This is an optimization exercise on Yosys and OpenROAD, whose aim is small area, a short achievable clock period and few clock cycles per item, not a production implementation. Only the layout flow was run in this run; the RTL was not checked for function there.

==> flow/design.v <==
module PE (
    input  wire        clk,
    input  wire        reset,
    input  wire [31:0] a,       
    input  wire [15:0] one,     
    input  wire [15:0] two,     
    input  wire [15:0] neg,     
    output reg  [31:0] result
);
  reg  [31:0] acc0;
  reg  [30:0] acc1;
  reg  [30:0] acc2;
  reg  [2:0] acc_x;
  wire [30:0] ar0 = acc0[30:0];
  wire [30:0] ar1 = acc1;
  wire [30:0] ar2 = acc2;
  wire as31 = acc0[31];
  wire [31:0] pp0 = (({32{one[0]}} & a[31:0]) | ({32{two[0]}} & {a[30:0], 1'b0})) ^ {32{neg[0]}};
  wire [29:0] pp1 = (({30{one[1]}} & a[29:0]) | ({30{two[1]}} & {a[28:0], 1'b0})) ^ {30{neg[1]}};
  wire [27:0] pp2 = (({28{one[2]}} & a[27:0]) | ({28{two[2]}} & {a[26:0], 1'b0})) ^ {28{neg[2]}};
  wire [25:0] pp3 = (({26{one[3]}} & a[25:0]) | ({26{two[3]}} & {a[24:0], 1'b0})) ^ {26{neg[3]}};
  wire [23:0] pp4 = (({24{one[4]}} & a[23:0]) | ({24{two[4]}} & {a[22:0], 1'b0})) ^ {24{neg[4]}};
  wire [21:0] pp5 = (({22{one[5]}} & a[21:0]) | ({22{two[5]}} & {a[20:0], 1'b0})) ^ {22{neg[5]}};
  wire [19:0] pp6 = (({20{one[6]}} & a[19:0]) | ({20{two[6]}} & {a[18:0], 1'b0})) ^ {20{neg[6]}};
  wire [17:0] pp7 = (({18{one[7]}} & a[17:0]) | ({18{two[7]}} & {a[16:0], 1'b0})) ^ {18{neg[7]}};
  wire [15:0] pp8 = (({16{one[8]}} & a[15:0]) | ({16{two[8]}} & {a[14:0], 1'b0})) ^ {16{neg[8]}};
  wire [13:0] pp9 = (({14{one[9]}} & a[13:0]) | ({14{two[9]}} & {a[12:0], 1'b0})) ^ {14{neg[9]}};
  wire [11:0] pp10 = (({12{one[10]}} & a[11:0]) | ({12{two[10]}} & {a[10:0], 1'b0})) ^ {12{neg[10]}};
  wire [9:0] pp11 = (({10{one[11]}} & a[9:0]) | ({10{two[11]}} & {a[8:0], 1'b0})) ^ {10{neg[11]}};
  wire [7:0] pp12 = (({8{one[12]}} & a[7:0]) | ({8{two[12]}} & {a[6:0], 1'b0})) ^ {8{neg[12]}};
  wire [5:0] pp13 = (({6{one[13]}} & a[5:0]) | ({6{two[13]}} & {a[4:0], 1'b0})) ^ {6{neg[13]}};
  wire [3:0] pp14 = (({4{one[14]}} & a[3:0]) | ({4{two[14]}} & {a[2:0], 1'b0})) ^ {4{neg[14]}};
  wire t30 = one[15] & a[0];
  wire t31 = (one[15] & (a[1] ^ (neg[15] & a[0]))) | (two[15] & a[0]);
  wire s1, k2;
  assign {k2, s1} = pp0[18] + pp1[16];
  wire s3, k4;
  assign {k4, s3} = pp0[19] + pp1[17];
  wire s5, k6;
  assign {k6, s5} = pp0[20] + pp1[18] + pp2[16];
  wire s7, k8;
  assign {k8, s7} = pp3[14] + pp4[12];
  wire s9, k10;
  assign {k10, s9} = pp0[21] + pp1[19] + pp2[17];
  wire s11, k12;
  assign {k12, s11} = pp3[15] + pp4[13];
  wire s13, k14;
  assign {k14, s13} = pp0[22] + pp1[20] + pp2[18];
  wire s15, k16;
  assign {k16, s15} = pp3[16] + pp4[14] + pp5[12];
  wire s17, k18;
  assign {k18, s17} = pp6[10] + pp7[8];
  wire s19, k20;
  assign {k20, s19} = pp0[23] + pp1[21] + pp2[19];
  wire s21, k22;
  assign {k22, s21} = pp3[17] + pp4[15] + pp5[13];
  wire s23, k24;
  assign {k24, s23} = pp6[11] + pp7[9];
  wire s25, k26;
  assign {k26, s25} = pp0[24] + pp1[22] + pp2[20];
  wire s27, k28;
  assign {k28, s27} = pp3[18] + pp4[16] + pp5[14];
  wire s29, k30;
  assign {k30, s29} = pp6[12] + pp7[10] + pp8[8];
  wire s31, k32;
  assign {k32, s31} = pp9[6] + pp10[4];
  wire s33, k34;
  assign {k34, s33} = pp0[25] + pp1[23] + pp2[21];
  wire s35, k36;
  assign {k36, s35} = pp3[19] + pp4[17] + pp5[15];
  wire s37, k38;
  assign {k38, s37} = pp6[13] + pp7[11] + pp8[9];
  wire s39, k40;
  assign {k40, s39} = pp9[7] + pp10[5];
  wire s41, k42;
  assign {k42, s41} = pp0[26] + pp1[24] + pp2[22];
  wire s43, k44;
  assign {k44, s43} = pp3[20] + pp4[18] + pp5[16];
  wire s45, k46;
  assign {k46, s45} = pp6[14] + pp7[12] + pp8[10];
  wire s47, k48;
  assign {k48, s47} = pp9[8] + pp10[6] + pp11[4];
  wire s49, k50;
  assign {k50, s49} = pp12[2] + pp13[0];
  wire s51, k52;
  assign {k52, s51} = pp0[27] + pp1[25] + pp2[23];
  wire s53, k54;
  assign {k54, s53} = pp3[21] + pp4[19] + pp5[17];
  wire s55, k56;
  assign {k56, s55} = pp6[15] + pp7[13] + pp8[11];
  wire s57, k58;
  assign {k58, s57} = pp9[9] + pp10[7] + pp11[5];
  wire s59, k60;
  assign {k60, s59} = pp12[3] + pp13[1];
  wire s61, k62;
  assign {k62, s61} = pp0[28] + pp1[26] + pp2[24];
  wire s63, k64;
  assign {k64, s63} = pp3[22] + pp4[20] + pp5[18];
  wire s65, k66;
  assign {k66, s65} = pp6[16] + pp7[14] + pp8[12];
  wire s67, k68;
  assign {k68, s67} = pp9[10] + pp10[8] + pp11[6];
  wire s69, k70;
  assign {k70, s69} = pp12[4] + pp13[2] + pp14[0];
  wire s71, k72;
  assign {k72, s71} = neg[14] + ar0[28];
  wire s73, k74;
  assign {k74, s73} = pp0[29] + pp1[27] + pp2[25];
  wire s75, k76;
  assign {k76, s75} = pp3[23] + pp4[21] + pp5[19];
  wire s77, k78;
  assign {k78, s77} = pp6[17] + pp7[15] + pp8[13];
  wire s79, k80;
  assign {k80, s79} = pp9[11] + pp10[9] + pp11[7];
  wire s81, k82;
  assign {k82, s81} = pp12[5] + pp13[3] + pp14[1];
  wire s83, k84;
  assign {k84, s83} = ar0[29] + ar1[29];
  wire s85, k86;
  assign {k86, s85} = pp0[30] + pp1[28] + pp2[26];
  wire s87, k88;
  assign {k88, s87} = pp3[24] + pp4[22] + pp5[20];
  wire s89, k90;
  assign {k90, s89} = pp6[18] + pp7[16] + pp8[14];
  wire s91, k92;
  assign {k92, s91} = pp9[12] + pp10[10] + pp11[8];
  wire s93, k94;
  assign {k94, s93} = pp12[6] + pp13[4] + pp14[2];
  wire s95, k96;
  assign {k96, s95} = t30 + ar0[30] + ar1[30];
  wire s97, k98;
  assign {k98, s97} = pp0[10] + pp1[8];
  wire s99, k100;
  assign {k100, s99} = pp0[11] + pp1[9];
  wire s101, k102;
  assign {k102, s101} = pp0[12] + pp1[10] + pp2[8];
  wire s103, k104;
  assign {k104, s103} = pp3[6] + pp4[4];
  wire s105, k106;
  assign {k106, s105} = pp0[13] + pp1[11] + pp2[9];
  wire s107, k108;
  assign {k108, s107} = pp3[7] + pp4[5];
  wire s109, k110;
  assign {k110, s109} = pp0[14] + pp1[12] + pp2[10];
  wire s111, k112;
  assign {k112, s111} = pp3[8] + pp4[6] + pp5[4];
  wire s113, k114;
  assign {k114, s113} = pp6[2] + pp7[0];
  wire s115, k116;
  assign {k116, s115} = pp0[15] + pp1[13] + pp2[11];
  wire s117, k118;
  assign {k118, s117} = pp3[9] + pp4[7] + pp5[5];
  wire s119, k120;
  assign {k120, s119} = pp6[3] + pp7[1];
  wire s121, k122;
  assign {k122, s121} = pp0[16] + pp1[14] + pp2[12];
  wire s123, k124;
  assign {k124, s123} = pp3[10] + pp4[8] + pp5[6];
  wire s125, k126;
  assign {k126, s125} = pp6[4] + pp7[2] + pp8[0];
  wire s127, k128;
  assign {k128, s127} = neg[8] + ar0[16];
  wire s129, k130;
  assign {k130, s129} = pp0[17] + pp1[15] + pp2[13];
  wire s131, k132;
  assign {k132, s131} = pp3[11] + pp4[9] + pp5[7];
  wire s133, k134;
  assign {k134, s133} = pp6[5] + pp7[3] + pp8[1];
  wire s135, k136;
  assign {k136, s135} = ar0[17] + ar1[17];
  wire s137, k138;
  assign {k138, s137} = s1 + pp2[14] + pp3[12];
  wire s139, k140;
  assign {k140, s139} = pp4[10] + pp5[8] + pp6[6];
  wire s141, k142;
  assign {k142, s141} = pp7[4] + pp8[2] + pp9[0];
  wire s143, k144;
  assign {k144, s143} = neg[9] + ar0[18] + ar1[18];
  wire s145, k146;
  assign {k146, s145} = s3 + pp2[15] + pp3[13];
  wire s147, k148;
  assign {k148, s147} = pp4[11] + pp5[9] + pp6[7];
  wire s149, k150;
  assign {k150, s149} = pp7[5] + pp8[3] + pp9[1];
  wire s151, k152;
  assign {k152, s151} = ar0[19] + ar1[19] + ar2[19];
  wire s153, k154;
  assign {k154, s153} = s5 + s7 + pp5[10];
  wire s155, k156;
  assign {k156, s155} = pp6[8] + pp7[6] + pp8[4];
  wire s157, k158;
  assign {k158, s157} = pp9[2] + pp10[0] + neg[10];
  wire s159, k160;
  assign {k160, s159} = ar0[20] + ar1[20] + ar2[20];
  wire s161, k162;
  assign {k162, s161} = s9 + s11 + pp5[11];
  wire s163, k164;
  assign {k164, s163} = pp6[9] + pp7[7] + pp8[5];
  wire s165, k166;
  assign {k166, s165} = pp9[3] + pp10[1] + ar0[21];
  wire s167, k168;
  assign {k168, s167} = ar1[21] + ar2[21] + k6;
  wire s169, k170;
  assign {k170, s169} = s13 + s15 + s17;
  wire s171, k172;
  assign {k172, s171} = pp8[6] + pp9[4] + pp10[2];
  wire s173, k174;
  assign {k174, s173} = pp11[0] + neg[11] + ar0[22];
  wire s175, k176;
  assign {k176, s175} = ar1[22] + ar2[22] + k10;
  wire s177, k178;
  assign {k178, s177} = s19 + s21 + s23;
  wire s179, k180;
  assign {k180, s179} = pp8[7] + pp9[5] + pp10[3];
  wire s181, k182;
  assign {k182, s181} = pp11[1] + ar0[23] + ar1[23];
  wire s183, k184;
  assign {k184, s183} = ar2[23] + k14 + k16;
  wire s185, k186;
  assign {k186, s185} = s25 + s27 + s29;
  wire s187, k188;
  assign {k188, s187} = s31 + pp11[2] + pp12[0];
  wire s189, k190;
  assign {k190, s189} = neg[12] + ar0[24] + ar1[24];
  wire s191, k192;
  assign {k192, s191} = ar2[24] + k20 + k22;
  wire s193, k194;
  assign {k194, s193} = s33 + s35 + s37;
  wire s195, k196;
  assign {k196, s195} = s39 + pp11[3] + pp12[1];
  wire s197, k198;
  assign {k198, s197} = ar0[25] + ar1[25] + ar2[25];
  wire s199, k200;
  assign {k200, s199} = k26 + k28 + k30;
  wire s201, k202;
  assign {k202, s201} = s41 + s43 + s45;
  wire s203, k204;
  assign {k204, s203} = s47 + s49 + neg[13];
  wire s205, k206;
  assign {k206, s205} = ar0[26] + ar1[26] + ar2[26];
  wire s207, k208;
  assign {k208, s207} = k34 + k36 + k38;
  wire s209, k210;
  assign {k210, s209} = s51 + s53 + s55;
  wire s211, k212;
  assign {k212, s211} = s57 + s59 + ar0[27];
  wire s213, k214;
  assign {k214, s213} = ar1[27] + ar2[27] + k42;
  wire s215, k216;
  assign {k216, s215} = k44 + k46 + k48;
  wire s217, k218;
  assign {k218, s217} = s61 + s63 + s65;
  wire s219, k220;
  assign {k220, s219} = s67 + s69 + s71;
  wire s221, k222;
  assign {k222, s221} = ar1[28] + ar2[28] + k52;
  wire s223, k224;
  assign {k224, s223} = k54 + k56 + k58;
  wire s225, k226;
  assign {k226, s225} = s73 + s75 + s77;
  wire s227, k228;
  assign {k228, s227} = s79 + s81 + s83;
  wire s229, k230;
  assign {k230, s229} = ar2[29] + k62 + k64;
  wire s231, k232;
  assign {k232, s231} = k66 + k68 + k70;
  wire s233, k234;
  assign {k234, s233} = s85 + s87 + s89;
  wire s235, k236;
  assign {k236, s235} = s91 + s93 + s95;
  wire s237, k238;
  assign {k238, s237} = ar2[30] + k74 + k76;
  wire s239, k240;
  assign {k240, s239} = k78 + k80 + k82;
  wire s241, k242;
  assign {k242, s241} = pp0[4] + pp1[2];
  wire s243, k244;
  assign {k244, s243} = pp0[5] + pp1[3];
  wire s245, k246;
  assign {k246, s245} = pp0[6] + pp1[4] + pp2[2];
  wire s247, k248;
  assign {k248, s247} = pp3[0] + neg[3];
  wire s249, k250;
  assign {k250, s249} = pp0[7] + pp1[5] + pp2[3];
  wire s251, k252;
  assign {k252, s251} = pp3[1] + ar0[7];
  wire s253, k254;
  assign {k254, s253} = pp0[8] + pp1[6] + pp2[4];
  wire s255, k256;
  assign {k256, s255} = pp3[2] + pp4[0] + neg[4];
  wire s257, k258;
  assign {k258, s257} = ar0[8] + ar1[8];
  wire s259, k260;
  assign {k260, s259} = pp0[9] + pp1[7] + pp2[5];
  wire s261, k262;
  assign {k262, s261} = pp3[3] + pp4[1] + ar0[9];
  wire s263, k264;
  assign {k264, s263} = ar1[9] + ar2[9];
  wire s265, k266;
  assign {k266, s265} = s97 + pp2[6] + pp3[4];
  wire s267, k268;
  assign {k268, s267} = pp4[2] + pp5[0] + neg[5];
  wire s269, k270;
  assign {k270, s269} = ar0[10] + ar1[10] + ar2[10];
  wire s271, k272;
  assign {k272, s271} = s99 + pp2[7] + pp3[5];
  wire s273, k274;
  assign {k274, s273} = pp4[3] + pp5[1] + ar0[11];
  wire s275, k276;
  assign {k276, s275} = ar1[11] + ar2[11] + k98;
  wire s277, k278;
  assign {k278, s277} = s101 + s103 + pp5[2];
  wire s279, k280;
  assign {k280, s279} = pp6[0] + neg[6] + ar0[12];
  wire s281, k282;
  assign {k282, s281} = ar1[12] + ar2[12] + k100;
  wire s283, k284;
  assign {k284, s283} = s105 + s107 + pp5[3];
  wire s285, k286;
  assign {k286, s285} = pp6[1] + ar0[13] + ar1[13];
  wire s287, k288;
  assign {k288, s287} = ar2[13] + k102 + k104;
  wire s289, k290;
  assign {k290, s289} = s109 + s111 + s113;
  wire s291, k292;
  assign {k292, s291} = neg[7] + ar0[14] + ar1[14];
  wire s293, k294;
  assign {k294, s293} = ar2[14] + k106 + k108;
  wire s295, k296;
  assign {k296, s295} = s115 + s117 + s119;
  wire s297, k298;
  assign {k298, s297} = ar0[15] + ar1[15] + ar2[15];
  wire s299, k300;
  assign {k300, s299} = k110 + k112 + k114;
  wire s301, k302;
  assign {k302, s301} = s121 + s123 + s125;
  wire s303, k304;
  assign {k304, s303} = s127 + ar1[16] + ar2[16];
  wire s305, k306;
  assign {k306, s305} = k116 + k118 + k120;
  wire s307, k308;
  assign {k308, s307} = s129 + s131 + s133;
  wire s309, k310;
  assign {k310, s309} = s135 + ar2[17] + k122;
  wire s311, k312;
  assign {k312, s311} = k124 + k126 + k128;
  wire s313, k314;
  assign {k314, s313} = s137 + s139 + s141;
  wire s315, k316;
  assign {k316, s315} = s143 + ar2[18] + k130;
  wire s317, k318;
  assign {k318, s317} = k132 + k134 + k136;
  wire s319, k320;
  assign {k320, s319} = s145 + s147 + s149;
  wire s321, k322;
  assign {k322, s321} = s151 + k2 + k138;
  wire s323, k324;
  assign {k324, s323} = k140 + k142 + k144;
  wire s325, k326;
  assign {k326, s325} = s153 + s155 + s157;
  wire s327, k328;
  assign {k328, s327} = s159 + k4 + k146;
  wire s329, k330;
  assign {k330, s329} = k148 + k150 + k152;
  wire s331, k332;
  assign {k332, s331} = s161 + s163 + s165;
  wire s333, k334;
  assign {k334, s333} = s167 + k8 + k154;
  wire s335, k336;
  assign {k336, s335} = k156 + k158 + k160;
  wire s337, k338;
  assign {k338, s337} = s169 + s171 + s173;
  wire s339, k340;
  assign {k340, s339} = s175 + k12 + k162;
  wire s341, k342;
  assign {k342, s341} = k164 + k166 + k168;
  wire s343, k344;
  assign {k344, s343} = s177 + s179 + s181;
  wire s345, k346;
  assign {k346, s345} = s183 + k18 + k170;
  wire s347, k348;
  assign {k348, s347} = k172 + k174 + k176;
  wire s349, k350;
  assign {k350, s349} = s185 + s187 + s189;
  wire s351, k352;
  assign {k352, s351} = s191 + k24 + k178;
  wire s353, k354;
  assign {k354, s353} = k180 + k182 + k184;
  wire s355, k356;
  assign {k356, s355} = s193 + s195 + s197;
  wire s357, k358;
  assign {k358, s357} = s199 + k32 + k186;
  wire s359, k360;
  assign {k360, s359} = k188 + k190 + k192;
  wire s361, k362;
  assign {k362, s361} = s201 + s203 + s205;
  wire s363, k364;
  assign {k364, s363} = s207 + k40 + k194;
  wire s365, k366;
  assign {k366, s365} = k196 + k198 + k200;
  wire s367, k368;
  assign {k368, s367} = s209 + s211 + s213;
  wire s369, k370;
  assign {k370, s369} = s215 + k50 + k202;
  wire s371, k372;
  assign {k372, s371} = k204 + k206 + k208;
  wire s373, k374;
  assign {k374, s373} = s217 + s219 + s221;
  wire s375, k376;
  assign {k376, s375} = s223 + k60 + k210;
  wire s377, k378;
  assign {k378, s377} = k212 + k214 + k216;
  wire s379, k380;
  assign {k380, s379} = s225 + s227 + s229;
  wire s381, k382;
  assign {k382, s381} = s231 + k72 + k218;
  wire s383, k384;
  assign {k384, s383} = k220 + k222 + k224;
  wire s385, k386;
  assign {k386, s385} = s233 + s235 + s237;
  wire s387, k388;
  assign {k388, s387} = s239 + k84 + k226;
  wire s389, k390;
  assign {k390, s389} = k228 + k230 + k232;
  wire s391, k392;
  assign {k392, s391} = pp0[0] + neg[0];
  wire s393, k394;
  assign {k394, s393} = pp0[1] + ar0[1];
  wire s395, k396;
  assign {k396, s395} = pp0[2] + pp1[0] + neg[1];
  wire s397, k398;
  assign {k398, s397} = ar0[2] + ar1[2];
  wire s399, k400;
  assign {k400, s399} = pp0[3] + pp1[1] + ar0[3];
  wire s401, k402;
  assign {k402, s401} = ar1[3] + ar2[3];
  wire s403, k404;
  assign {k404, s403} = s241 + pp2[0] + neg[2];
  wire s405, k406;
  assign {k406, s405} = ar0[4] + ar1[4] + ar2[4];
  wire s407, k408;
  assign {k408, s407} = s243 + pp2[1] + ar0[5];
  wire s409, k410;
  assign {k410, s409} = ar1[5] + ar2[5] + k242;
  wire s411, k412;
  assign {k412, s411} = s245 + s247 + ar0[6];
  wire s413, k414;
  assign {k414, s413} = ar1[6] + ar2[6] + k244;
  wire s415, k416;
  assign {k416, s415} = s249 + s251 + ar1[7];
  wire s417, k418;
  assign {k418, s417} = ar2[7] + k246 + k248;
  wire s419, k420;
  assign {k420, s419} = s253 + s255 + s257;
  wire s421, k422;
  assign {k422, s421} = ar2[8] + k250 + k252;
  wire s423, k424;
  assign {k424, s423} = s259 + s261 + s263;
  wire s425, k426;
  assign {k426, s425} = k254 + k256 + k258;
  wire s427, k428;
  assign {k428, s427} = s265 + s267 + s269;
  wire s429, k430;
  assign {k430, s429} = k260 + k262 + k264;
  wire s431, k432;
  assign {k432, s431} = s271 + s273 + s275;
  wire s433, k434;
  assign {k434, s433} = k266 + k268 + k270;
  wire s435, k436;
  assign {k436, s435} = s277 + s279 + s281;
  wire s437, k438;
  assign {k438, s437} = k272 + k274 + k276;
  wire s439, k440;
  assign {k440, s439} = s283 + s285 + s287;
  wire s441, k442;
  assign {k442, s441} = k278 + k280 + k282;
  wire s443, k444;
  assign {k444, s443} = s289 + s291 + s293;
  wire s445, k446;
  assign {k446, s445} = k284 + k286 + k288;
  wire s447, k448;
  assign {k448, s447} = s295 + s297 + s299;
  wire s449, k450;
  assign {k450, s449} = k290 + k292 + k294;
  wire s451, k452;
  assign {k452, s451} = s301 + s303 + s305;
  wire s453, k454;
  assign {k454, s453} = k296 + k298 + k300;
  wire s455, k456;
  assign {k456, s455} = s307 + s309 + s311;
  wire s457, k458;
  assign {k458, s457} = k302 + k304 + k306;
  wire s459, k460;
  assign {k460, s459} = s313 + s315 + s317;
  wire s461, k462;
  assign {k462, s461} = k308 + k310 + k312;
  wire s463, k464;
  assign {k464, s463} = s319 + s321 + s323;
  wire s465, k466;
  assign {k466, s465} = k314 + k316 + k318;
  wire s467, k468;
  assign {k468, s467} = s325 + s327 + s329;
  wire s469, k470;
  assign {k470, s469} = k320 + k322 + k324;
  wire s471, k472;
  assign {k472, s471} = s331 + s333 + s335;
  wire s473, k474;
  assign {k474, s473} = k326 + k328 + k330;
  wire s475, k476;
  assign {k476, s475} = s337 + s339 + s341;
  wire s477, k478;
  assign {k478, s477} = k332 + k334 + k336;
  wire s479, k480;
  assign {k480, s479} = s343 + s345 + s347;
  wire s481, k482;
  assign {k482, s481} = k338 + k340 + k342;
  wire s483, k484;
  assign {k484, s483} = s349 + s351 + s353;
  wire s485, k486;
  assign {k486, s485} = k344 + k346 + k348;
  wire s487, k488;
  assign {k488, s487} = s355 + s357 + s359;
  wire s489, k490;
  assign {k490, s489} = k350 + k352 + k354;
  wire s491, k492;
  assign {k492, s491} = s361 + s363 + s365;
  wire s493, k494;
  assign {k494, s493} = k356 + k358 + k360;
  wire s495, k496;
  assign {k496, s495} = s367 + s369 + s371;
  wire s497, k498;
  assign {k498, s497} = k362 + k364 + k366;
  wire s499, k500;
  assign {k500, s499} = s373 + s375 + s377;
  wire s501, k502;
  assign {k502, s501} = k368 + k370 + k372;
  wire s503, k504;
  assign {k504, s503} = s379 + s381 + s383;
  wire s505, k506;
  assign {k506, s505} = k374 + k376 + k378;
  wire s507, k508;
  assign {k508, s507} = s385 + s387 + s389;
  wire s509, k510;
  assign {k510, s509} = k380 + k382 + k384;
  wire s511, k512;
  assign {k512, s511} = s391 + ar0[0];
  wire s513, k514;
  assign {k514, s513} = s393 + ar1[1] + ar2[1];
  wire s515, k516;
  assign {k516, s515} = s395 + s397 + ar2[2];
  wire s517, k518;
  assign {k518, s517} = s399 + s401 + k396;
  wire s519, k520;
  assign {k520, s519} = s403 + s405 + k400;
  wire s521, k522;
  assign {k522, s521} = s407 + s409 + k404;
  wire s523, k524;
  assign {k524, s523} = s411 + s413 + k408;
  wire s525, k526;
  assign {k526, s525} = s415 + s417 + k412;
  wire s527, k528;
  assign {k528, s527} = s419 + s421 + k416;
  wire s529, k530;
  assign {k530, s529} = s423 + s425 + k420;
  wire s531, k532;
  assign {k532, s531} = s427 + s429 + k424;
  wire s533, k534;
  assign {k534, s533} = s431 + s433 + k428;
  wire s535, k536;
  assign {k536, s535} = s435 + s437 + k432;
  wire s537, k538;
  assign {k538, s537} = s439 + s441 + k436;
  wire s539, k540;
  assign {k540, s539} = s443 + s445 + k440;
  wire s541, k542;
  assign {k542, s541} = s447 + s449 + k444;
  wire s543, k544;
  assign {k544, s543} = s451 + s453 + k448;
  wire s545, k546;
  assign {k546, s545} = s455 + s457 + k452;
  wire s547, k548;
  assign {k548, s547} = s459 + s461 + k456;
  wire s549, k550;
  assign {k550, s549} = s463 + s465 + k460;
  wire s551, k552;
  assign {k552, s551} = s467 + s469 + k464;
  wire s553, k554;
  assign {k554, s553} = s471 + s473 + k468;
  wire s555, k556;
  assign {k556, s555} = s475 + s477 + k472;
  wire s557, k558;
  assign {k558, s557} = s479 + s481 + k476;
  wire s559, k560;
  assign {k560, s559} = s483 + s485 + k480;
  wire s561, k562;
  assign {k562, s561} = s487 + s489 + k484;
  wire s563, k564;
  assign {k564, s563} = s491 + s493 + k488;
  wire s565, k566;
  assign {k566, s565} = s495 + s497 + k492;
  wire s567, k568;
  assign {k568, s567} = s499 + s501 + k496;
  wire s569, k570;
  assign {k570, s569} = s503 + s505 + k500;
  wire s571, k572;
  assign {k572, s571} = s507 + s509 + k504;
  wire top = pp0[31] ^ pp1[29] ^ pp2[27] ^ pp3[25] ^ pp4[23] ^ pp5[21] ^ pp6[19] ^ pp7[17] ^ pp8[15] ^ pp9[13] ^ pp10[11] ^ pp11[9] ^ pp12[7] ^ pp13[5] ^ pp14[3] ^ t31 ^ as31 ^ k86 ^ k88 ^ k90 ^ k92 ^ k94 ^ k96 ^ k234 ^ k236 ^ k238 ^ k240 ^ k386 ^ k388 ^ k390 ^ acc_x[0] ^ acc_x[1] ^ acc_x[2];
  wire [31:0] nxt0 = {top, s571, s569, s567, s565, s563, s561, s559, s557, s555, s553, s551, s549, s547, s545, s543, s541, s539, s537, s535, s533, s531, s529, s527, s525, s523, s521, s519, s517, s515, s513, s511};
  wire [30:0] nxt1 = {k506, k502, k498, k494, k490, k486, k482, k478, k474, k470, k466, k462, k458, k454, k450, k446, k442, k438, k434, k430, k426, k422, k418, k414, k410, k406, k402, k398, k394, k392, ar1[0]};
  wire [30:0] nxt2 = {k570, k568, k566, k564, k562, k560, k558, k556, k554, k552, k550, k548, k546, k544, k542, k540, k538, k536, k534, k532, k530, k528, k526, k524, k522, k520, k518, k516, k514, k512, ar2[0]};
  wire [2:0] nxt_x = {k572, k510, k508};
  always @(posedge clk or posedge reset) begin
    if (reset) begin
      acc0  <= 32'd0;
      acc1  <= 31'd0;
      acc2  <= 31'd0;
      acc_x <= 3'd0;
    end else begin
      acc0  <= nxt0;
      acc1  <= nxt1;
      acc2  <= nxt2;
      acc_x <= nxt_x;
    end
  end
  wire [31:0] u0 = acc0;
  wire [31:0] u1 = {^acc_x, acc1};
  wire [31:0] u2 = {1'b0, acc2};
  wire [31:0] ra = u0 ^ u1 ^ u2;
  wire [31:0] rb = {((u0[30:0] & u1[30:0]) | (u0[30:0] & u2[30:0]) | (u1[30:0] & u2[30:0])), 1'b0};
  wire [31:0] rg = ra & rb;
  wire [31:0] rp = ra ^ rb;
  wire cg1 = rg[1] | (rp[1] & rg[0]);
  wire cg2 = rg[3] | (rp[3] & rg[2]);
  wire cp2 = rp[3] & rp[2];
  wire cg3 = rg[5] | (rp[5] & rg[4]);
  wire cp3 = rp[5] & rp[4];
  wire cg4 = rg[7] | (rp[7] & rg[6]);
  wire cp4 = rp[7] & rp[6];
  wire cg5 = rg[9] | (rp[9] & rg[8]);
  wire cp5 = rp[9] & rp[8];
  wire cg6 = rg[11] | (rp[11] & rg[10]);
  wire cp6 = rp[11] & rp[10];
  wire cg7 = rg[13] | (rp[13] & rg[12]);
  wire cp7 = rp[13] & rp[12];
  wire cg8 = rg[15] | (rp[15] & rg[14]);
  wire cp8 = rp[15] & rp[14];
  wire cg9 = rg[17] | (rp[17] & rg[16]);
  wire cp9 = rp[17] & rp[16];
  wire cg10 = rg[19] | (rp[19] & rg[18]);
  wire cp10 = rp[19] & rp[18];
  wire cg11 = rg[21] | (rp[21] & rg[20]);
  wire cp11 = rp[21] & rp[20];
  wire cg12 = rg[23] | (rp[23] & rg[22]);
  wire cp12 = rp[23] & rp[22];
  wire cg13 = rg[25] | (rp[25] & rg[24]);
  wire cp13 = rp[25] & rp[24];
  wire cg14 = rg[27] | (rp[27] & rg[26]);
  wire cp14 = rp[27] & rp[26];
  wire cg15 = rg[29] | (rp[29] & rg[28]);
  wire cp15 = rp[29] & rp[28];
  wire cg16 = rg[31] | (rp[31] & rg[30]);
  wire cg17 = rg[2] | (rp[2] & cg1);
  wire cp17 = rp[2] & rp[1];
  wire cg18 = cg2 | (cp2 & cg1);
  wire cp18 = cp2 & rp[1];
  wire cg19 = rg[6] | (rp[6] & cg3);
  wire cp19 = rp[6] & cp3;
  wire cg20 = cg4 | (cp4 & cg3);
  wire cp20 = cp4 & cp3;
  wire cg21 = rg[10] | (rp[10] & cg5);
  wire cp21 = rp[10] & cp5;
  wire cg22 = cg6 | (cp6 & cg5);
  wire cp22 = cp6 & cp5;
  wire cg23 = rg[14] | (rp[14] & cg7);
  wire cp23 = rp[14] & cp7;
  wire cg24 = cg8 | (cp8 & cg7);
  wire cp24 = cp8 & cp7;
  wire cg25 = rg[18] | (rp[18] & cg9);
  wire cp25 = rp[18] & cp9;
  wire cg26 = cg10 | (cp10 & cg9);
  wire cp26 = cp10 & cp9;
  wire cg27 = rg[22] | (rp[22] & cg11);
  wire cp27 = rp[22] & cp11;
  wire cg28 = cg12 | (cp12 & cg11);
  wire cp28 = cp12 & cp11;
  wire cg29 = rg[26] | (rp[26] & cg13);
  wire cp29 = rp[26] & cp13;
  wire cg30 = cg14 | (cp14 & cg13);
  wire cp30 = cp14 & cp13;
  wire cg31 = rg[30] | (rp[30] & cg15);
  wire cp31 = rp[30] & cp15;
  wire cg32 = cg16 | (rp[31] & cg15);
  wire cg33 = rg[4] | (rp[4] & cg18);
  wire cp33 = rp[4] & cp18;
  wire cg34 = cg3 | (cp3 & cg18);
  wire cp34 = cp3 & cp18;
  wire cg35 = cg19 | (cp19 & cg18);
  wire cp35 = cp19 & cp18;
  wire cg36 = cg20 | (cp20 & cg18);
  wire cp36 = cp20 & cp18;
  wire cg37 = rg[12] | (rp[12] & cg22);
  wire cp37 = rp[12] & cp22;
  wire cg38 = cg7 | (cp7 & cg22);
  wire cp38 = cp7 & cp22;
  wire cg39 = cg23 | (cp23 & cg22);
  wire cp39 = cp23 & cp22;
  wire cg40 = cg24 | (cp24 & cg22);
  wire cp40 = cp24 & cp22;
  wire cg41 = rg[20] | (rp[20] & cg26);
  wire cp41 = rp[20] & cp26;
  wire cg42 = cg11 | (cp11 & cg26);
  wire cp42 = cp11 & cp26;
  wire cg43 = cg27 | (cp27 & cg26);
  wire cp43 = cp27 & cp26;
  wire cg44 = cg28 | (cp28 & cg26);
  wire cp44 = cp28 & cp26;
  wire cg45 = rg[28] | (rp[28] & cg30);
  wire cp45 = rp[28] & cp30;
  wire cg46 = cg15 | (cp15 & cg30);
  wire cp46 = cp15 & cp30;
  wire cg47 = cg31 | (cp31 & cg30);
  wire cp47 = cp31 & cp30;
  wire cg48 = cg32 | (rp[31] & cg30);
  wire cg49 = rg[8] | (rp[8] & cg36);
  wire cp49 = rp[8] & cp36;
  wire cg50 = cg5 | (cp5 & cg36);
  wire cp50 = cp5 & cp36;
  wire cg51 = cg21 | (cp21 & cg36);
  wire cp51 = cp21 & cp36;
  wire cg52 = cg22 | (cp22 & cg36);
  wire cp52 = cp22 & cp36;
  wire cg53 = cg37 | (cp37 & cg36);
  wire cp53 = cp37 & cp36;
  wire cg54 = cg38 | (cp38 & cg36);
  wire cp54 = cp38 & cp36;
  wire cg55 = cg39 | (cp39 & cg36);
  wire cp55 = cp39 & cp36;
  wire cg56 = cg40 | (cp40 & cg36);
  wire cp56 = cp40 & cp36;
  wire cg57 = rg[24] | (rp[24] & cg44);
  wire cp57 = rp[24] & cp44;
  wire cg58 = cg13 | (cp13 & cg44);
  wire cp58 = cp13 & cp44;
  wire cg59 = cg29 | (cp29 & cg44);
  wire cp59 = cp29 & cp44;
  wire cg60 = cg30 | (cp30 & cg44);
  wire cp60 = cp30 & cp44;
  wire cg61 = cg45 | (cp45 & cg44);
  wire cp61 = cp45 & cp44;
  wire cg62 = cg46 | (cp46 & cg44);
  wire cp62 = cp46 & cp44;
  wire cg63 = cg47 | (cp47 & cg44);
  wire cp63 = cp47 & cp44;
  wire cg64 = cg48 | (rp[31] & cg44);
  wire cg65 = rg[16] | (rp[16] & cg56);
  wire cp65 = rp[16] & cp56;
  wire cg66 = cg9 | (cp9 & cg56);
  wire cp66 = cp9 & cp56;
  wire cg67 = cg25 | (cp25 & cg56);
  wire cp67 = cp25 & cp56;
  wire cg68 = cg26 | (cp26 & cg56);
  wire cp68 = cp26 & cp56;
  wire cg69 = cg41 | (cp41 & cg56);
  wire cp69 = cp41 & cp56;
  wire cg70 = cg42 | (cp42 & cg56);
  wire cp70 = cp42 & cp56;
  wire cg71 = cg43 | (cp43 & cg56);
  wire cp71 = cp43 & cp56;
  wire cg72 = cg44 | (cp44 & cg56);
  wire cp72 = cp44 & cp56;
  wire cg73 = cg57 | (cp57 & cg56);
  wire cp73 = cp57 & cp56;
  wire cg74 = cg58 | (cp58 & cg56);
  wire cp74 = cp58 & cp56;
  wire cg75 = cg59 | (cp59 & cg56);
  wire cp75 = cp59 & cp56;
  wire cg76 = cg60 | (cp60 & cg56);
  wire cp76 = cp60 & cp56;
  wire cg77 = cg61 | (cp61 & cg56);
  wire cp77 = cp61 & cp56;
  wire cg78 = cg62 | (cp62 & cg56);
  wire cp78 = cp62 & cp56;
  wire cg79 = cg63 | (cp63 & cg56);
  wire cp79 = cp63 & cp56;
  wire cg80 = cg64 | (rp[31] & cg56);
  wire [31:0] sum = rp ^ {cg79, cg78, cg77, cg76, cg75, cg74, cg73, cg72, cg71, cg70, cg69, cg68, cg67, cg66, cg65, cg56, cg55, cg54, cg53, cg52, cg51, cg50, cg49, cg36, cg35, cg34, cg33, cg18, cg17, cg1, rg[0], 1'b0};
  always @(posedge clk) result <= sum;
endmodule
module skid_buffer (
    input  wire        clk,
    input  wire        en,
    input  wire [31:0] w,
    output reg  [15:0] one,
    output reg  [15:0] two,
    output reg  [15:0] neg
);
    wire [32:0] wx = {w, 1'b0};
    integer i;
    always @(posedge clk) begin
        for (i = 0; i < 16; i = i + 1) begin
            one[i] <= en & (wx[2*i+1] ^ wx[2*i]);
            two[i] <= en & ((wx[2*i+2] & ~wx[2*i+1] & ~wx[2*i]) | (~wx[2*i+2] & wx[2*i+1] & wx[2*i]));
            neg[i] <= en & wx[2*i+2] & ~(wx[2*i+1] & wx[2*i]);
        end
    end
endmodule
module sync_fifo (
    input  wire        clk,
    input  wire        reset,
    input  wire        s_valid,
    output wire        s_ready,
    input  wire [31:0] s_data,
    input  wire        pop,
    output wire        hv_next,
    output wire [31:0] head_next,
    output wire [31:0] head
);
    reg [1:0]  taken;    
    reg [1:0]  n;        
    reg [31:0] q0, q1, q2;
    assign s_ready = (taken != 2'd3);
    wire       push   = s_valid & s_ready;
    wire [1:0] m      = n - {1'b0, pop};    
    wire [1:0] n_next = m + {1'b0, push};
    assign hv_next   = (n_next != 2'd0);
    assign head_next = (push && m == 2'd0) ? s_data : (pop ? q1 : q0);
    assign head      = q0;
    always @(posedge clk or posedge reset) begin
        if (reset) begin
            taken <= 2'd0;
            n     <= 2'd0;
        end else begin
            if (push) taken <= taken + 2'd1;
            n <= n_next;
        end
    end
    always @(posedge clk) begin
        q0 <= head_next;
        if (push && m == 2'd1)  q1 <= s_data;
        else if (pop)           q1 <= q2;
        if (push && m == 2'd2)  q2 <= s_data;
    end
endmodule
module systolic_array_integration #(
    parameter DATA_WIDTH = 32,
    parameter M = 3
) (
    input  wire clk,
    input  wire reset,
    input  wire start,
    input  wire [M-1:0]              s_valid_w,
    output wire [M-1:0]              s_ready_w,
    input  wire [M*DATA_WIDTH-1:0]   s_data_w,
    input  wire [M-1:0]              s_valid_a,
    output wire [M-1:0]              s_ready_a,
    input  wire [M*DATA_WIDTH-1:0]   s_data_a,
    output wire [M*M*DATA_WIDTH-1:0] result_out,
    output reg done
);
    wire [M-1:0] hvn_w, hvn_a;
    wire [31:0]  hn_w [0:M-1];
    wire [31:0]  hn_w_unused [0:M-1];
    wire [31:0]  hn_a_unused [0:M-1];
    wire [31:0]  ha [0:M-1];
    wire [15:0]  one [0:M-1];
    wire [15:0]  two [0:M-1];
    wire [15:0]  neg [0:M-1];
    reg  [1:0] step;       
    reg        fire;       
    reg        started;
    wire       fire_next = (&hvn_w) & (&hvn_a);
    genvar i, j;
    generate
        for (i = 0; i < M; i = i + 1) begin : lane
            sync_fifo wq (
                .clk(clk), .reset(reset),
                .s_valid(s_valid_w[i]), .s_ready(s_ready_w[i]),
                .s_data(s_data_w[i*32 +: 32]),
                .pop(fire), .hv_next(hvn_w[i]), .head_next(hn_w[i]),
                .head(hn_w_unused[i]));
            sync_fifo aq (
                .clk(clk), .reset(reset),
                .s_valid(s_valid_a[i]), .s_ready(s_ready_a[i]),
                .s_data(s_data_a[i*32 +: 32]),
                .pop(fire), .hv_next(hvn_a[i]), .head_next(hn_a_unused[i]),
                .head(ha[i]));
            skid_buffer enc (
                .clk(clk), .en(fire_next), .w(hn_w[i]),
                .one(one[i]), .two(two[i]), .neg(neg[i]));
        end
        for (i = 0; i < M; i = i + 1) begin : row
            for (j = 0; j < M; j = j + 1) begin : col
                PE pe_unit (
                    .clk(clk), .reset(reset),
                    .a(ha[i]),
                    .one(one[j]), .two(two[j]), .neg(neg[j]),
                    .result(result_out[(i*M+j)*32 +: 32]));
            end
        end
    endgenerate
    always @(posedge clk or posedge reset) begin
        if (reset) begin
            step    <= 2'd0;
            fire    <= 1'b0;
            started <= 1'b0;
            done    <= 1'b0;
        end else begin
            fire <= fire_next;
            if (fire) step <= step + 2'd1;
            if (start) started <= 1'b1;
            if ((start | started) && step == 2'd3)
                done <= 1'b1;
        end
    end
endmodule
==> flow/run.sh <==
#!/bin/bash
# synth_recipe.tcl (not shown) runs the flow's synth.tcl, then flattens the netlist and writes it again
# the make line also repeats each setting of config.mk as NAME=value (left out here)
make -C /OpenROAD-flow-scripts/flow DESIGN_CONFIG=/design/flow/config.mk WORK_HOME=/design/flow/orfs CLKGATE_MAP_FILE= SYNTH_SCRIPT=/design/flow/synth_recipe.tcl finish
==> flow/config.mk <==
export PLATFORM = sky130hd
export DESIGN_NAME = systolic_array_integration
export DESIGN_NICKNAME = systolic_array_integration
export VERILOG_FILES = /design/flow/design.v
export SDC_FILE = /design/flow/constraint.sdc
export NUM_CORES = 4
export LEC_CHECK = 0
export ABC_CLOCK_PERIOD_IN_PS = 4000
export CAP_MARGIN = 20
export CORE_MARGIN = 2
export CORE_UTILIZATION = 40
export SLEW_MARGIN = 20
==> flow/constraint.sdc <==
create_clock -name core_clock -period 12.0 [get_ports {clk}]
set_input_delay 2.4000 -clock core_clock [delete_from_list [all_inputs] [get_ports {clk}]]
set_output_delay 2.4000 -clock core_clock [all_outputs]
set_load 0.01 [all_outputs]
==> run summary <==
## critical path: cells and delay by family, from the launching register on
kind / cells / cell delay, ps
buf+inv: 4 / 1080
flops: 1 / 1110
xor+xnor: 1 / 220
compound gates: 1 / 250
fa+ha+maj: 5 / 2610
## flip-flops by register name (all words and copies together) (netlist names), 270 cells and up
signal and flops:
row.col.pe_unit.acc0 288, row.col.pe_unit.acc1 270, row.col.pe_unit.result 288, row.col.pe_unit.acc2 270
## per-layer routing
metal  part of all wire  GRT usage  vias up
li1                   -          -    50600
met1               0.41      0.385    63400
met2               0.40      0.388     9040
met3               0.14      0.103     2056
met4              0.055      0.120       44
met5            0.00054    0.00260        -
## layout make-up
| class | instances | share of cell area |
|---|---|---|
| Multi-Input combinational cell | 10000 | 0.582 |
| Sequential cell | 1892 | 0.247 |
| Inverter | 2622 | 0.0514 |
| Timing Repair Buffer | 761 | 0.0374 |
| Tap cell | 5710 | 0.0373 |
| Clock buffer | 311 | 0.0353 |
| Clock inverter | 136 | 0.00878 |
| Antenna cell | 44 | 0.000575 |
## cell families after synthesis
| family | after synthesis | synth area share |
|---|---|---|
| compound gates | 2815 | 0.119 |
| simple gates | 859 | 0.0232 |
| mux | 454 | 0.0284 |
| buf+inv | 4009 | 0.0869 |
| xor+xnor | 2840 | 0.143 |
| flops | 1892 | 0.271 |
| fa+ha+maj | 3065 | 0.328 |
## cells in the mapped netlist (all sizes together) (7+ instances only)
cell type,n
ha,590
edfxtp,480
a21oi,154
or2,12
inv,2622
a31oi,14
nor2,196
xnor2,908
o21ai,124
nor2b,39
nand2b,30
and3,14
a22oi,2304
nand3,52
clkbuf,1025
o21a,79
nand4,8
and2,69
o21bai,11
mux2,313
fa,2475
nor3b,14
a21boi,11
dfrtp,884
mux2i,141
o2111ai,7
a21o,45
nand2,284
xor2,1932
or3,38
dfxtp,528
nor3,96
o211ai,7
o31a,8
buf,362
## stage by stage
step | setup TNS, ps | hold slack [ps] | util | setup slack [ps] | instances
3_3_place_gp | 0 | 366 | 0.424 | 5960 | 21000
2_1_floorplan | -2259220 | 353 | - | -2560 | 15900
4_1_cts | 0 | 381 | 0.443 | 6570 | 21500
6_report | 0 | 376 | 0.444 | 6430 | 21500
3_5_place_dp | 0 | 368 | 0.424 | 5870 | 21000
5_1_grt | 0 | 394 | 0.444 | 6390 | 21500
## path summary, 6_finish.rpt
path	endpoint
min in group asynchronous	row[2].col[2].pe_unit.acc0[12]
worst min-delay path	row[1].col[1].pe_unit.result[0]
max in group asynchronous	row[1].col[0].pe_unit.acc1[29]
worst max register to register	row[1].col[0].pe_unit.acc0[27]
worst min register to register	row[1].col[1].pe_unit.result[0]
worst max-delay path	row[1].col[0].pe_unit.acc0[27]
==> out/metrics.cfg <==
[clock_tree]
cts.repair.resized = 0
cts_setup_buffers = 0
cts_max_level = 4
cts-buffers-inserted = 237
cts_tree = done
clk_pin_slew_ps = 60
cts.path.max_buffers = 4
cts_hold_buf = 0
clock-root-buffer = clkbuf_16
clock_latency_ps = 1050
numClockSinks = 1892

[synth]
syn_inst = 15900
yosysWarnings = 4
syn_nets = 19200
postSynthRegisterBits = 1892
ys_types = 70
async_flop_share = 0.467
ys_seq_area_frac = 0.271
yosysTopAreaCell = fa_1
synth_edf_count = 480
syn_area_um2 = 174000
synth_area_per_cell_um2 = 10.9
synth_top_flop_cell = dfrtp_1
synth_top_area_frac = 0.285
synthTopCellsByArea = fa_1, dfrtp_1, a22oi_1

[setup_path]
critical_path_class = reg -> reg
cpMostUsedCell = fa_1
start_kind = flop
end_kind = flop
crit_slowest_cell = edfxtp_1
setup.worst_path.start = lane[1].aq.q0[8]
rr_worst_depth = 11
crit_fanout = 50
cp.arrival_ps = 6410
r2r-start = lane[1].aq.q0[8]
ff2ff_setup_slack_ps = 6430
critPathMaxStageDelay_ps = 1110
required_ps = 12840
path_cells = buf_4 > a22oi_1 > xor2_1 > fa_1 > inv_1 > fa_1 > inv_1 > fa_1 > fa_1 > fa_1 > inv_1

[routing]
drcViolationCount = 0
routedWlPerCell_um = 28.5
dr.first_iter.drc_count = 16400
vias_per_cell = 5.82
drtAntennaViolNets = 0
vias = 125000
wirelength_um = 613000
dr.pass1.iters = 7

[timing]
tightest_slew_ps = 1330
fin_crit_sh = 0.465
drv_slew = 0
skew_ps = 158
rsz0062_at_grt = false
setup_viol = 0
clock.fmax_mhz = 179
hold_viol_final = 0
fin_crit_ps = 5570
slew_headroom = 0.116

[place]
dpl_cell_area_um2 = 183000
gp_routability_congestion = 0.896
io_buffers = 495
dpl.hpwl_um = 385000

[worst_hold_path]
hold_path.class = reg -> reg
holdPathStages = 0
hold_start = row[1].col[1].pe_unit.acc0[0]

[die]
dieArea_um2 = 439000
core_um2 = 432000
placementRows = 241
die_x_um = 663
start_util = 0.402
die_y_um = 663
io_pins = 496

[global_routing]
grt_max_degree = 127
grt_util_all_layers = 0.278
antenna_found_initial = 54
grt_overflow_total = 0
grt_pass1_wl_um = 911000
grt_pass1_vias = 134000

[layout]
fillerInstances = 40100
nets = 18800
drive_gt1_frac = 0.0723
multiInputGateArea_um2 = 111000
area_growth_pct = 10.4
area.sequential_um2 = 47400
fin_area_um2 = 192000
final_common_cell = inv_1
layout.cells.most_common_list = inv_1, fa_1, a22oi_1

[flow_run]
drv_cap = 0

[outcome]
status = complete, no violations

## what the ideal ports hide
The results above use ideal ports. As a check the final layout listed here was re-extracted and re-timed, cells and wires unchanged. Step 1: set_driving_cell puts a clkbuf_16 on clk and a buf_2 on each other input, an assumption about the parent block. Step 2 times the ports against the registers' clock, not the clock port: input delays grow and output delays shrink by t, the midpoint of the rising clock arrivals with the driver on. a / b / c = no drivers / after step 1 / after step 2; a / b = the first two.
shift t [ns]: 1.091
setup WS [ns]: 6.425 / 6.425 / 6.020
hold WS [ns]: 0.376 / 0.376 / 0.376
worst setup path at the end: input to register
cell pins on the clock port's net: 1
After both steps this run still meets setup and hold. For this run, drivers alone change the setup slack by 0.000 ns; drivers and shift together by -0.405 ns.
